This is an optimization exercise on Yosys and OpenROAD, whose aim is small area, a short achievable clock period and few clock cycles per item, not a production implementation. The RTL was checked by simulation tests, not by an equivalence proof against the original design. Power and IR drop assume default switching activity.

Design time_based_processor, start of the top module:
module time_based_processor(
    input           clk,             
    input           rst_n,           
    input  [7:0]    data_in,         
    input  [2:0]    opcode,          
    input           data_valid,      
    output [15:0]   data_out,        
    output          data_ready,      
    output [3:0]    status_flags     
);
Size in the first run: ~540 cells after synthesis, roughly 32 flip-flops, about 35 I/O pins, roughly 3400 um^2 of cells after synthesis.
Settings: LEC_CHECK=0, ABC_AREA=1, CAP_MARGIN=20, CORE_MARGIN=2, CORE_UTILIZATION=40, SETUP_SLACK_MARGIN=2.75, SLEW_MARGIN=20; clock period 5.5 ns.
standard.sh (not shown) runs the stock make flow with config.mk's settings and CLKGATE_MAP_FILE= SYNTH_SCRIPT=/design/flow/synth_recipe.tcl, a recipe that flattens the netlist after the stock synthesis.
==> flow/flow/run.sh <==
#!/bin/bash
# Standard layout with these changes: plain buf_1 cells as the port buffers,
# and half and full adders left to abc as plain gates (flow/noha.mk).
bash standard.sh "DESIGN_CONFIG=$PWD/flow/noha.mk" "BUFFER_PORTS_ARGS=-buffer_cell sky130_fd_sc_hd__buf_1"  finish > standard.log 2>&1
==> flow/flow/noha.mk <==
# The standard flow's settings, plus the half and full adders cells marked don't-use so that
# synthesis leaves half and full adders to abc as plain gates.
include $(FLOW_CONFIG)
export DONT_USE_CELLS += sky130_fd_sc_hd__ha_1 sky130_fd_sc_hd__ha_2 sky130_fd_sc_hd__ha_4 sky130_fd_sc_hd__fa_1 sky130_fd_sc_hd__fa_2 sky130_fd_sc_hd__fa_4
Testbench counts at the start, summed over its fixed seeds: cycles 15,476, ops 4,800.
Change:
SETUP_SLACK_MARGIN = 3   (was 2.75)
=> Routed wire length goes up by 2.0%; core utilization goes up by 2.1 points; synthesized cell count stays the same; global-route usage barely changes; setup slack improved by 0.094 ns; combinational power goes up by about 6%; clock skew goes down by 0.0033 ns; power goes up by 4.4%.

========
Another version of the RTL of time_based_processor (not shown whole).
Size: about 32 flip-flops, roughly 35 I/O pins.
clock: 5.5 ns
lec_check: 0
abc_area: 1
cap_margin: 20
core_margin: 2
core_utilization: 50
setup_slack_margin: 2.9
slew_margin: 20
Scripts as last shown in full above: flow/flow/run.sh, flow/flow/noha.mk
Testbench counts at the start, summed over its fixed seeds: cycles 15,476, ops 4,800.
Rerun with:
--- a/flow/config.mk
+++ b/flow/config.mk
@@ -11,2 +11,2 @@
-export CORE_UTILIZATION = 50
-export SETUP_SLACK_MARGIN = 2.9
+export CORE_UTILIZATION = 55
+export SETUP_SLACK_MARGIN = 3
=>
- total power climbs by 4.5%
- wire length hardly moves
- first-iteration DRC count climbs by 12%
- worst setup slack gains 14 ps
- global-route usage climbs by 2.4 points
- worst hold slack loses 27 ps
Rerun with:
--- a/flow/config.mk
+++ b/flow/config.mk
@@ -11 +11 @@
-export CORE_UTILIZATION = 55
+export CORE_UTILIZATION = 50
The new run completed without violations.
Routed wire length fell slightly.
Die area grows by roughly a tenth.
Combinational power decreases by a few percent.
Non-clock buffer count is higher by 2.

========
Setup of east:
The RTL this note starts from:
==> flow/design.v <==
`timescale 1ns / 1ps
module time_based_processor(
    input           clk,             
    input           rst_n,           
    input  [7:0]    data_in,         
    input  [2:0]    opcode,          
    input           data_valid,      
    output [15:0]   data_out,        
    output          data_ready,      
    output [3:0]    status_flags     
);
    localparam OP_NOP     = 3'b000;
    localparam OP_ADD     = 3'b001;
    localparam OP_SUB     = 3'b010;
    localparam OP_MUL     = 3'b011;
    localparam OP_SHIFT   = 3'b100;
    localparam OP_FILTER  = 3'b101;
    localparam OP_INVERT  = 3'b110;
    localparam OP_COMPARE = 3'b111;
    reg        wait_b;        
    reg        busy;          
    reg        ready;         
    reg [7:0]  x;             
    reg [2:0]  op;            
    reg [15:0] result;
    reg        flag_ovf;
    reg        flag_zero;
    wire idle = ~(wait_b | busy | ready);
    wire [7:0] b = data_in;
    function [10:0] padd;
        input [9:0] a, b;
        input       ci;
        reg   [9:0] g, p, gg, pp;
        integer i, l;
        begin
            p = a ^ b;
            g = (a & b) | {9'd0, p[0] & ci};
            gg = g;
            pp = p;
            for (l = 0; l < 4; l = l + 1)
                for (i = 9; i >= 0; i = i - 1)
                    if ((i >> l) & 1) begin
                        gg[i] = gg[i] | (pp[i] & gg[((i >> l) << l) - 1]);
                        pp[i] = pp[i] & pp[((i >> l) << l) - 1];
                    end
            padd = {gg[9], p ^ {gg[8:0], ci}};
        end
    endfunction
    wire [9:0]  t0     = {2'b00, result[15:8]};
    wire [9:0]  t1     = {2'b00, x & {8{result[0]}}};
    wire [9:0]  t2     = {1'b0, x & {8{result[1]}}, 1'b0};
    wire [9:0]  cs_s   = t0 ^ t1 ^ t2;
    wire [9:0]  cs_c   = (t0 & t1) | (t0 & t2) | (t1 & t2);
    wire [10:0] msum   = padd(cs_s, {cs_c[8:0], 1'b0}, 1'b0);
    wire [15:0] mstep  = {msum[9:0], result[7:2]};
    wire [10:0] sums = padd({2'b00, x}, {2'b00, b}, 1'b0);
    wire       c   = sums[8];
    wire       eq  = &(x ^ b);             
    wire [2:0] s   = b[2:0];
    wire [2:0] rl  = b[3] ? -s : s;        
    wire [7:0] r1  = rl[0] ? {x[6:0], x[7]} : x;
    wire [7:0] r2  = rl[1] ? {r1[5:0], r1[7:6]} : r1;
    wire [7:0] r3  = rl[2] ? {r2[3:0], r2[7:4]} : r2;
    wire [7:0] keep_l = 8'hFF << s;
    wire [7:0] keep_r = 8'hFF >> s;
    wire [7:0] shifted = r3 & (b[3] ? keep_r : keep_l);
    reg [15:0] alu;
    reg        alu_ovf, alu_zero;
    always @(*) begin
        alu = 16'h0000; alu_ovf = 1'b0; alu_zero = 1'b0;
        case (op)
            OP_ADD:     begin alu[7:0] = sums[7:0]; alu_ovf = c;  alu_zero = ~|(x | b); end
            OP_SUB:     begin alu[7:0] = sums[7:0]; alu_ovf = c;  alu_zero = eq; end
            OP_MUL:     begin alu[7:0] = b; alu_zero = ~|x | ~|b; end
            OP_SHIFT:   alu[7:0] = shifted;
            OP_FILTER:  alu[7:0] = x & b;
            OP_COMPARE: begin alu[1:0] = {c, ~c & ~eq}; alu_zero = eq; end
            default:    alu = 16'h0000;
        endcase
    end
    always @(posedge clk or negedge rst_n) begin
        if (!rst_n) begin
            wait_b <= 1'b0;
            busy   <= 1'b0;
            ready  <= 1'b0;
        end else begin
            if (idle && data_valid) begin
                if (opcode == OP_NOP || opcode == OP_INVERT) ready <= 1'b1;
                else wait_b <= 1'b1;
            end
            if (wait_b && data_valid) begin
                wait_b <= 1'b0;
                if (op == OP_MUL) busy <= 1'b1;
                else ready <= 1'b1;
            end
            if (busy && op[1:0] == 2'b00) begin
                busy  <= 1'b0;
                ready <= 1'b1;
            end
            if (ready && data_valid) ready <= 1'b0;
        end
    end
    always @(posedge clk) begin
        if (idle) begin
            x         <= data_in ^ {8{opcode == OP_SUB || opcode == OP_COMPARE}};
            op        <= opcode;
            result    <= {8'h00, data_in};
            flag_ovf  <= 1'b0;
            flag_zero <= 1'b0;
        end
        if (wait_b) begin
            flag_ovf  <= alu_ovf;
            flag_zero <= alu_zero;
            result    <= alu;
        end
        if (busy) begin
            op     <= op - 3'd1;
            result <= mstep;
        end
    end
    wire   out_inv      = (op == OP_SUB) || (op == OP_INVERT);
    assign data_out     = {result[15:8], result[7:0] ^ {8{out_inv}}};
    assign data_ready   = ready;
    assign status_flags = {flag_ovf, flag_zero, 1'b0, ready};
endmodule
clock: 5.5 ns
lec_check: 0
abc_area: 1
cap_margin: 20
core_margin: 2
core_utilization: 40
setup_slack_margin: 2
slew_margin: 20
==> flow/flow/run.sh <==
#!/bin/bash
# Standard layout with two changes: plain buf_1 cells as the port buffers,
# and half adders left to abc as plain gates (flow/noha.mk).
bash standard.sh "DESIGN_CONFIG=$PWD/flow/noha.mk" "BUFFER_PORTS_ARGS=-buffer_cell sky130_fd_sc_hd__buf_1" finish > standard.log 2>&1
==> flow/flow/noha.mk <==
# The standard flow's settings, plus the half adders cells marked don't-use so that
# synthesis leaves half adders to abc as plain gates.
include $(FLOW_CONFIG)
export DONT_USE_CELLS += sky130_fd_sc_hd__ha_1 sky130_fd_sc_hd__ha_2 sky130_fd_sc_hd__ha_4
Testbench counts of east, summed over its fixed seeds: cycles 15,476, ops 4,800.
[inputs] west vs east
- changing CORE_UTILIZATION from 40 to 60
- changing SETUP_SLACK_MARGIN from 2 to 2.5
==> flow/flow/run.sh <==
#!/bin/bash
# Standard layout with these changes: plain buf_1 cells as the port buffers,
# and half and full adders left to abc as plain gates (flow/noha.mk).
bash standard.sh "DESIGN_CONFIG=$PWD/flow/noha.mk" "BUFFER_PORTS_ARGS=-buffer_cell sky130_fd_sc_hd__buf_1"  finish > standard.log 2>&1
==> flow/flow/noha.mk <==
# The standard flow's settings, plus the half and full adders cells marked don't-use so that
# synthesis leaves half and full adders to abc as plain gates.
include $(FLOW_CONFIG)
export DONT_USE_CELLS += sky130_fd_sc_hd__ha_1 sky130_fd_sc_hd__ha_2 sky130_fd_sc_hd__ha_4 sky130_fd_sc_hd__fa_1 sky130_fd_sc_hd__fa_2 sky130_fd_sc_hd__fa_4
[summary]
Re post-cts repair resize count: no difference whatsoever between east and west.
Between east and west, xor-xnor portion of the synthesized cell area decreased.
Between west and east, it is west whose critical path required time is lower, by 1.15 ns.
On final instance count without filler cells: west sits above east.

========
// time_based_processor: RTL as listed in full above, without the edits since
==> flow/config.mk <==
export PLATFORM = sky130hd
export DESIGN_NAME = time_based_processor
export DESIGN_NICKNAME = time_based_processor
export VERILOG_FILES = /design/flow/design.v
export SDC_FILE = /design/flow/constraint.sdc
export NUM_CORES = 4
export LEC_CHECK = 0
export ABC_AREA = 1
export CAP_MARGIN = 20
export CORE_MARGIN = 2
export CORE_UTILIZATION = 70
export SETUP_SLACK_MARGIN = 3
export SLEW_MARGIN = 20
==> flow/constraint.sdc <==
create_clock -name core_clock -period 5.5 [get_ports {clk}]
set_input_delay 1.1000 -clock core_clock [delete_from_list [all_inputs] [get_ports {clk}]]
set_output_delay 1.1000 -clock core_clock [all_outputs]
set_load 0.01 [all_outputs]
==> flow/flow/run.sh <==
#!/bin/bash
# Standard layout with these changes: plain buf_1 cells as the port buffers,
# and half and full adders left to abc as plain gates (flow/noha.mk).
bash standard.sh "DESIGN_CONFIG=$PWD/flow/noha.mk" "BUFFER_PORTS_ARGS=-buffer_cell sky130_fd_sc_hd__buf_1"  finish > standard.log 2>&1
==> flow/flow/noha.mk <==
# The standard flow's settings, plus the half and full adders cells marked don't-use so that
# synthesis leaves half and full adders to abc as plain gates.
include $(FLOW_CONFIG)
export DONT_USE_CELLS += sky130_fd_sc_hd__ha_1 sky130_fd_sc_hd__ha_2 sky130_fd_sc_hd__ha_4 sky130_fd_sc_hd__fa_1 sky130_fd_sc_hd__fa_2 sky130_fd_sc_hd__fa_4
Testbench counts at the start, summed over its fixed seeds: cycles 15,476, ops 4,800.
Rerun with:
Settings changed: CORE_UTILIZATION 70 to 40, SETUP_SLACK_MARGIN 3 to 3.5.
What happened:
- The changed run ran to the end with no violations
- non-clock buffer count grows by 43
- global-route usage shrinks by 14 points
- design area grows by a quarter to a third
- hold slack gains 0.010 ns
- synthesized area stays the same
- die area grows by well over a third
- clock power grows by roughly a tenth
- critical path depth shrinks by 7
- via count grows by a few percent
- total power grows by a quarter to a third
- sequential share of layout area shrinks by 5.7 points
Rerun with:
Settings changed: CORE_UTILIZATION 40 to 60, SETUP_SLACK_MARGIN 3.5 to 3.25.
After rerunning:
- wire length falls by 7.6%
- final area falls by 12%
- fmax falls by 1.4%
- clock-buffer cell count stays the same
Rerun with:
==> flow/flow/run.sh (replaced) <==
#!/bin/bash
# Standard layout with two changes: plain buf_1 cells as the port buffers,
# and half adders left to abc as plain gates (flow/noha.mk).
bash standard.sh "DESIGN_CONFIG=$PWD/flow/noha.mk" "BUFFER_PORTS_ARGS=-buffer_cell sky130_fd_sc_hd__buf_1" finish > standard.log 2>&1
==> flow/flow/noha.mk (replaced) <==
# The standard flow's settings, plus the half adders cells marked don't-use so that
# synthesis leaves half adders to abc as plain gates.
include $(FLOW_CONFIG)
export DONT_USE_CELLS += sky130_fd_sc_hd__ha_1 sky130_fd_sc_hd__ha_2 sky130_fd_sc_hd__ha_4
Settings changed: CORE_UTILIZATION 60 to 40, CTS_BUF_LIST set to sky130_fd_sc_hd__clkbuf_4, SETUP_SLACK_MARGIN 3.25 to 2.
Total power falls by 20%; final cell count falls by 8.3%; non-clock buffer count falls by 21; synthesized cell count falls by 12%; global-route usage falls by 10 points.
Rerun with:
Settings changed: CTS_BUF_LIST sky130_fd_sc_hd__clkbuf_4 to not set, SETUP_SLACK_MARGIN 2 to 3.
What happened: Via count rose by a few percent; clock power rose by a few percent; cell count rose by a few percent; critical path depth stays the same; core utilization rose by 5.1 points.

========
// time_based_processor: RTL as listed in full above, without the edits since
Settings: LEC_CHECK=0, ABC_AREA=1, CAP_MARGIN=20, CORE_MARGIN=2, CORE_UTILIZATION=60, PLACE_DENSITY=0.75, SETUP_SLACK_MARGIN=3, SLEW_MARGIN=20; clock period 5.5 ns.
==> flow/flow/run.sh <==
#!/bin/bash
# Standard layout with these changes: plain buf_1 cells as the port buffers,
# and half and full adders left to abc as plain gates (flow/noha.mk).
bash standard.sh "DESIGN_CONFIG=$PWD/flow/noha.mk" "BUFFER_PORTS_ARGS=-buffer_cell sky130_fd_sc_hd__buf_1"  finish > standard.log 2>&1
==> flow/flow/noha.mk <==
# The standard flow's settings, plus the half and full adders cells marked don't-use so that
# synthesis leaves half and full adders to abc as plain gates.
include $(FLOW_CONFIG)
export DONT_USE_CELLS += sky130_fd_sc_hd__ha_1 sky130_fd_sc_hd__ha_2 sky130_fd_sc_hd__ha_4 sky130_fd_sc_hd__fa_1 sky130_fd_sc_hd__fa_2 sky130_fd_sc_hd__fa_4
Testbench counts at the start, summed over its fixed seeds: cycles 15,476, ops 4,800.
Rerun with:
==> flow/flow/run.sh (replaced) <==
#!/bin/bash
# Standard layout with two changes: plain buf_1 cells as the port buffers,
# and half and full adders left to abc as plain gates (flow/noha.mk).
bash standard.sh "DESIGN_CONFIG=$PWD/flow/noha.mk" "BUFFER_PORTS_ARGS=-buffer_cell sky130_fd_sc_hd__buf_1" finish > standard.log 2>&1
Settings changed: CORE_UTILIZATION 60 to 40, PLACE_DENSITY 0.75 to not set, SETUP_SLACK_MARGIN 3 to 2.5.
Outcome: The changed run passed the timing, DRC and antenna checks; design area fell by 1.9%; final cell count rose by 4.8%; global-route usage fell by 8.1 points.
Rerun with:
==> flow/flow/run.sh (replaced) <==
#!/bin/bash
# Standard layout with these changes: plain buf_1 cells as the port buffers,
# and half and full adders left to abc as plain gates (flow/noha.mk).
bash standard.sh "DESIGN_CONFIG=$PWD/flow/noha.mk" "BUFFER_PORTS_ARGS=-buffer_cell sky130_fd_sc_hd__buf_1"  finish > standard.log 2>&1
Settings changed: CORE_UTILIZATION 40 to 60, SETUP_SLACK_MARGIN 2.5 to 3.
- worst hold slack degrades by 7.3 ps
- first-iteration DRC count fell slightly
- sequential power decreases by a few percent
- total power grows slightly
- count of clock-buffer cells in the layout climbs by 2
- global-route usage grows by 6.8 points
- synthesized cell count stays the same
- combinational power is higher by a few percent
Rerun with:
==> flow/flow/run.sh (replaced) <==
#!/bin/bash
# Standard layout with two changes: plain buf_1 cells as the port buffers,
# and half adders left to abc as plain gates (flow/noha.mk).
bash standard.sh "DESIGN_CONFIG=$PWD/flow/noha.mk" "BUFFER_PORTS_ARGS=-buffer_cell sky130_fd_sc_hd__buf_1" finish > standard.log 2>&1
==> flow/flow/noha.mk (replaced) <==
# The standard flow's settings, plus the half adders cells marked don't-use so that
# synthesis leaves half adders to abc as plain gates.
include $(FLOW_CONFIG)
export DONT_USE_CELLS += sky130_fd_sc_hd__ha_1 sky130_fd_sc_hd__ha_2 sky130_fd_sc_hd__ha_4
Settings changed: CORE_UTILIZATION 60 to 40, SETUP_SLACK_MARGIN 3 to 2.5.
Outcome: Die area is higher by 45%. Synthesized area is lower by 1.7%. First-iteration DRC count fell by 34%. Critical path depth is higher by 8. Worst hold slack improves by 13 ps. Setup slack loses 430 ps. Count of clock-buffer cells in the layout decreases by 2. Final area hardly moves. Routed wire length climbs by 4.3%. Power goes down by 4.3%. Maximum frequency shrinks by 15%.
Rerun with:
==> flow/flow/run.sh (replaced) <==
#!/bin/bash
# Standard layout with these changes: plain buf_1 cells as the port buffers,
# and half and full adders left to abc as plain gates (flow/noha.mk).
bash standard.sh "DESIGN_CONFIG=$PWD/flow/noha.mk" "BUFFER_PORTS_ARGS=-buffer_cell sky130_fd_sc_hd__buf_1"  finish > standard.log 2>&1
==> flow/flow/noha.mk (replaced) <==
# The standard flow's settings, plus the half and full adders cells marked don't-use so that
# synthesis leaves half and full adders to abc as plain gates.
include $(FLOW_CONFIG)
export DONT_USE_CELLS += sky130_fd_sc_hd__ha_1 sky130_fd_sc_hd__ha_2 sky130_fd_sc_hd__ha_4 sky130_fd_sc_hd__fa_1 sky130_fd_sc_hd__fa_2 sky130_fd_sc_hd__fa_4
Settings changed: CORE_UTILIZATION 40 to 50, SETUP_SLACK_MARGIN 2.5 to 3.
Effect: The new run completed without violations; final cell count rises by 5.1%; combinational power rises by about 9%; critical path depth falls by 9; setup slack is better by 390 ps; sequential share of layout area falls by 0.17 points; routed wire length rises by 3.9%; flip-flop and latch count does not change; design area rises by 0.65%.

## port drivers added, routing unchanged
The results above use ideal ports. As a check the final layouts listed here were re-extracted and re-timed, cells and wires unchanged.
Step 1 (the two cells are an assumption about what drives the block):
set clk [get_ports {clk}]
set_driving_cell -lib_cell sky130_fd_sc_hd__clkbuf_16 $clk
set_driving_cell -lib_cell sky130_fd_sc_hd__buf_2 [delete_from_list [all_inputs] $clk]
Step 2, shift: input delay + t, output delay - t, t = (earliest + latest rising clock arrival at the registers) / 2. This alone moves slack from input paths to output paths.
a / b / c = no drivers / after step 1 / after step 2; a / b = the first two.
run	t, ns	setup slack, ns	worst setup path at the end
the first run of note 1	0.317	2.916 / 2.917 / 2.603	input to register
the second run of note 1	0.320	3.010 / 2.984 / 2.698	input to register
the first run of note 2	0.321	2.980 / 2.973 / 2.666	input to register
the second run of note 2	0.314	2.994 / 3.000 / 2.687	input to register
the third run of note 2	0.312	3.065 / 3.036 / 2.780	input to register
east	0.317	2.316 / 2.320 / 2.003	input to register
west	0.310	2.744 / 2.715 / 2.492	input to register
the first run of note 4	0.322	3.009 / 2.994 / 2.682	input to register
the second run of note 4	0.315	3.108 / 3.076 / 2.768	input to register
the third run of note 4	0.318	3.074 / 3.044 / 2.840	input to register
the fourth run of note 4	0.370	2.397 / 2.399 / 2.029	input to register
the fifth run of note 4	0.322	2.853 / 2.853 / 2.592	input to register
the first run of note 5	0.315	3.071 / 3.047 / 2.762	input to register
the second run of note 5	0.316	2.720 / 2.725 / 2.409	input to register
the third run of note 5	0.310	3.087 / 3.056 / 2.801	input to register
the fourth run of note 5	0.317	2.657 / 2.657 / 2.388	input to register
the fifth run of note 5	0.316	3.051 / 3.020 / 2.776	input to register
After both steps every run listed still meets setup and hold. The setup slack of the fourth run of note 4, which loses most, moves by +0.002 ns with the drivers and by -0.368 ns with both steps.
